From an optimization exercise on the open Yosys and OpenROAD flow, aimed at small area and a short achievable clock period; shortcuts taken in it are not production practice. Only simulation tests tie the RTL to the original design; equivalence was not proved. Power figures rest on the tool's default switching activity, not on a simulated workload.

## commit_fifo
module commit_fifo #(
    parameter int P_ADDR_WIDTH = 5,
    parameter int P_DATA_WIDTH = 32
) (
    input  logic                    clk,
    input  logic                    rst,
    input  logic                    wr_en,
    input  logic                    commit,
    input  logic [P_DATA_WIDTH-1:0] data_in,
    output logic                    full,
    input  logic                    rd_en,
    output logic [P_DATA_WIDTH-1:0] data_out,
    output logic                    empty
);
For scale: about 1100 flip-flops, about 40000 um^2 of cells after synthesis.
Settings: LEC_CHECK=0, CAP_MARGIN=20, CORE_MARGIN=2, CORE_UTILIZATION=65, CTS_CLUSTER_DIAMETER=80, CTS_CLUSTER_SIZE=24, SETUP_SLACK_MARGIN=3.0, SLEW_MARGIN=20; clock period 5.0 ns.
standard.sh (not shown) runs the stock make flow with config.mk's settings and CLKGATE_MAP_FILE= SYNTH_SCRIPT=/design/flow/synth_recipe.tcl, a recipe that flattens the netlist after the stock synthesis.
==> flow/flow/run.sh <==
#!/bin/bash
# Own layout flow: the standard flow, with one extra step after placement
# that moves the registers driving output ports next to their output
# buffers (see move_out_regs.tcl). Each tool's output goes to a log file of
# its own in the work folder.
set -euo pipefail
here=$(pwd)
res=$here/orfs/results/$FLOW_PLATFORM/commit_fifo/base
bash standard.sh synth floorplan place > $here/log_1_synth_floorplan_place.txt 2>&1
RES_DIR=$res openroad -no_init -exit $here/flow/move_out_regs.tcl > $here/log_2_move_out_regs.txt 2>&1
bash standard.sh > $here/log_3_cts_route_finish.txt 2>&1
test -s $here/out/final.def
==> flow/flow/move_out_regs.tcl <==
# Moves each register that drives an output port (through the port's output
# buffer) most of the way towards that buffer, then legalizes the placement.
# The register's output net is then short, and the longer wire moves to its
# input, which has timing slack to spare.
read_db $::env(RES_DIR)/3_place.odb
set block [ord::get_db_block]
set frac 0.75
set moved 0
foreach bterm [$block getBTerms] {
  if {[$bterm getIoType] ne "OUTPUT"} { continue }
  set net [$bterm getNet]
  set buf ""
  foreach it [$net getITerms] {
    if {[$it isOutputSignal]} { set buf [$it getInst] }
  }
  if {$buf eq ""} { continue }
  set bin ""
  foreach it [$buf getITerms] {
    if {[$it isInputSignal] && [$it getNet] ne "NULL"} { set bin [$it getNet] }
  }
  if {$bin eq ""} { continue }
  set ff ""
  foreach it [$bin getITerms] {
    if {[$it isOutputSignal]} { set ff [$it getInst] }
  }
  if {$ff eq ""} { continue }
  if {![[$ff getMaster] isSequential]} { continue }
  if {[llength [$bin getITerms]] != 2} { continue }
  set fl [$ff getLocation]
  set bl [$buf getLocation]
  set x [expr {int([lindex $fl 0] + $frac * ([lindex $bl 0] - [lindex $fl 0]))}]
  set y [expr {int([lindex $fl 1] + $frac * ([lindex $bl 1] - [lindex $fl 1]))}]
  puts "move [$ff getName] ([lindex $fl 0] [lindex $fl 1]) -> ($x $y), buffer [$buf getName] at ([lindex $bl 0] [lindex $bl 1])"
  $ff setLocation $x $y
  incr moved
}
puts "moved $moved registers"
detailed_placement
check_placement
write_db $::env(RES_DIR)/3_place.odb
Then changed:
==> flow/run.sh (new file) <==
#!/bin/bash
# synth_recipe.tcl (not shown) runs the flow's synth.tcl, then flattens the netlist and writes it again
# the make line also repeats each setting of config.mk as NAME=value (left out here)
make -C /OpenROAD-flow-scripts/flow DESIGN_CONFIG=/design/flow/config.mk WORK_HOME=/design/flow/orfs CLKGATE_MAP_FILE= SYNTH_SCRIPT=/design/flow/synth_recipe.tcl finish
Settings changed: CTS_CLUSTER_DIAMETER 80 to 90, CTS_CLUSTER_SIZE 24 to 27, PLACE_DENSITY set to 0.75.
removed: flow/flow/run.sh
removed: flow/flow/move_out_regs.tcl
removed: flow/standard.sh
What happened:
- worst setup slack is worse by 0.012 ns
- final area hardly moves
- area after synthesis does not change
- wire length is lower by 0.82%
Then changed:
Settings changed: CORE_UTILIZATION 65 to 70, PLACE_DENSITY 0.75 to not set.
Effect: The new run finished clean. Critical path depth is unchanged. Maximum frequency came out lower by 1.3%. Cell count is about the same. Total power came out higher by about 0.3%. Core utilization came out higher by 6.5 points. Setup slack gets worse by 0.028 ns. Cell area hardly moves.

========
== run a ==
commit_fifo again, from the RTL that the note above started with.
==> flow/design.v (excerpt) <==
module commit_fifo #(
    parameter int P_ADDR_WIDTH = 5,
    parameter int P_DATA_WIDTH = 32
) (
    input  logic                    clk,
    input  logic                    rst,
    input  logic                    wr_en,
    input  logic                    commit,
    input  logic [P_DATA_WIDTH-1:0] data_in,
    output logic                    full,
    input  logic                    rd_en,
    output logic [P_DATA_WIDTH-1:0] data_out,
    output logic                    empty
);
export LEC_CHECK = 0
export CAP_MARGIN = 20
export CORE_MARGIN = 2
export CORE_UTILIZATION = 65
export CTS_CLUSTER_DIAMETER = 80
export CTS_CLUSTER_SIZE = 24
export PLACE_DENSITY = 0.75
export SETUP_SLACK_MARGIN = 3.0
export SLEW_MARGIN = 20
create_clock -name core_clock -period 5.0 [get_ports {clk}]
==> flow/flow/run.sh <==
#!/bin/bash
# Own layout flow: the standard flow, with one extra step after placement
# that moves the registers driving output ports next to their output
# buffers (see move_out_regs.tcl). Each tool's output goes to a log file of
# its own in the work folder.
set -euo pipefail
here=$(pwd)
res=$here/orfs/results/$FLOW_PLATFORM/commit_fifo/base
bash standard.sh synth floorplan place > $here/log_1_synth_floorplan_place.txt 2>&1
RES_DIR=$res openroad -no_init -exit $here/flow/move_out_regs.tcl > $here/log_2_move_out_regs.txt 2>&1
bash standard.sh > $here/log_3_cts_route_finish.txt 2>&1
test -s $here/out/final.def
==> flow/flow/move_out_regs.tcl <==
# Moves each register that drives an output port (through the port's output
# buffer) most of the way towards that buffer, then legalizes the placement.
# The register's output net is then short, and the longer wire moves to its
# input, which has timing slack to spare.
read_db $::env(RES_DIR)/3_place.odb
set block [ord::get_db_block]
set frac 0.75
set moved 0
foreach bterm [$block getBTerms] {
  if {[$bterm getIoType] ne "OUTPUT"} { continue }
  set net [$bterm getNet]
  set buf ""
  foreach it [$net getITerms] {
    if {[$it isOutputSignal]} { set buf [$it getInst] }
  }
  if {$buf eq ""} { continue }
  set bin ""
  foreach it [$buf getITerms] {
    if {[$it isInputSignal] && [$it getNet] ne "NULL"} { set bin [$it getNet] }
  }
  if {$bin eq ""} { continue }
  set ff ""
  foreach it [$bin getITerms] {
    if {[$it isOutputSignal]} { set ff [$it getInst] }
  }
  if {$ff eq ""} { continue }
  if {![[$ff getMaster] isSequential]} { continue }
  if {[llength [$bin getITerms]] != 2} { continue }
  set fl [$ff getLocation]
  set bl [$buf getLocation]
  set x [expr {int([lindex $fl 0] + $frac * ([lindex $bl 0] - [lindex $fl 0]))}]
  set y [expr {int([lindex $fl 1] + $frac * ([lindex $bl 1] - [lindex $fl 1]))}]
  puts "move [$ff getName] ([lindex $fl 0] [lindex $fl 1]) -> ($x $y), buffer [$buf getName] at ([lindex $bl 0] [lindex $bl 1])"
  $ff setLocation $x $y
  incr moved
}
puts "moved $moved registers"
detailed_placement
check_placement
write_db $::env(RES_DIR)/3_place.odb
> inputs changed (run a -> run b)
Settings: PLACE_DENSITY: 0.75 -> unset.
==> flow/run.sh (new file) <==
#!/bin/bash
# synth_recipe.tcl (not shown) runs the flow's synth.tcl, then flattens the netlist and writes it again
# the make line also repeats each setting of config.mk as NAME=value (left out here)
make -C /OpenROAD-flow-scripts/flow DESIGN_CONFIG=/design/flow/config.mk WORK_HOME=/design/flow/orfs CLKGATE_MAP_FILE= SYNTH_SCRIPT=/design/flow/synth_recipe.tcl finish
removed: flow/flow/run.sh
removed: flow/flow/move_out_regs.tcl
removed: flow/standard.sh
Cell area after layout in run b is about 0.33% higher than in run a. Any difference in footprint of the multi-input gates between run b and run a is small enough to ignore. Run a ended up with dfxtp_2 as its critical-path cell with the highest stage delay; run b ended up with dfxtp_4. Looking at final worst-path cycle share, run b sits above run a. Looking at register share of total power, run b sits below run a. The multi-input logic portion of the cell area on run a is in line with that on run b. Run a -> run b: tap cell count delta 0, exact match.

## static timing again, ports no longer ideal
In the flow no input, the clock included, has a driving cell. The finished layouts below were timed again as built, in two steps.
Step 1: set_driving_cell puts a clkbuf_16 on clk and a buf_2 on each other input, an assumption about the parent block.
Step 2 also shifts input and output timing later by t, the mid clock arrival at the registers, as if the neighbouring blocks saw the same clock.
Slacks: ideal / step 1 / step 2; pairs: ideal / step 1.
run	t, ns	setup slack, ns	hold slack, ns	worst setup path after step 2
the first run of note 1	0.718	2.892 / 2.826 / 2.351	0.450 / 0.450 / 0.450	input to register
the second run of note 1	0.712	2.880 / 2.812 / 2.337	0.436 / 0.436 / 0.436	input to register
the third run of note 1	0.712	2.852 / 2.784 / 2.312	0.446 / 0.446 / 0.446	input to register
run a	0.716	2.891 / 2.827 / 2.352	0.434 / 0.434 / 0.434	input to register
run b	0.719	2.832 / 2.767 / 2.350	0.430 / 0.430 / 0.430	input to register
After both steps every run listed still meets setup and hold. For the second run of note 1, which loses most, drivers alone change the setup slack by -0.068 ns; drivers and shift together by -0.543 ns.
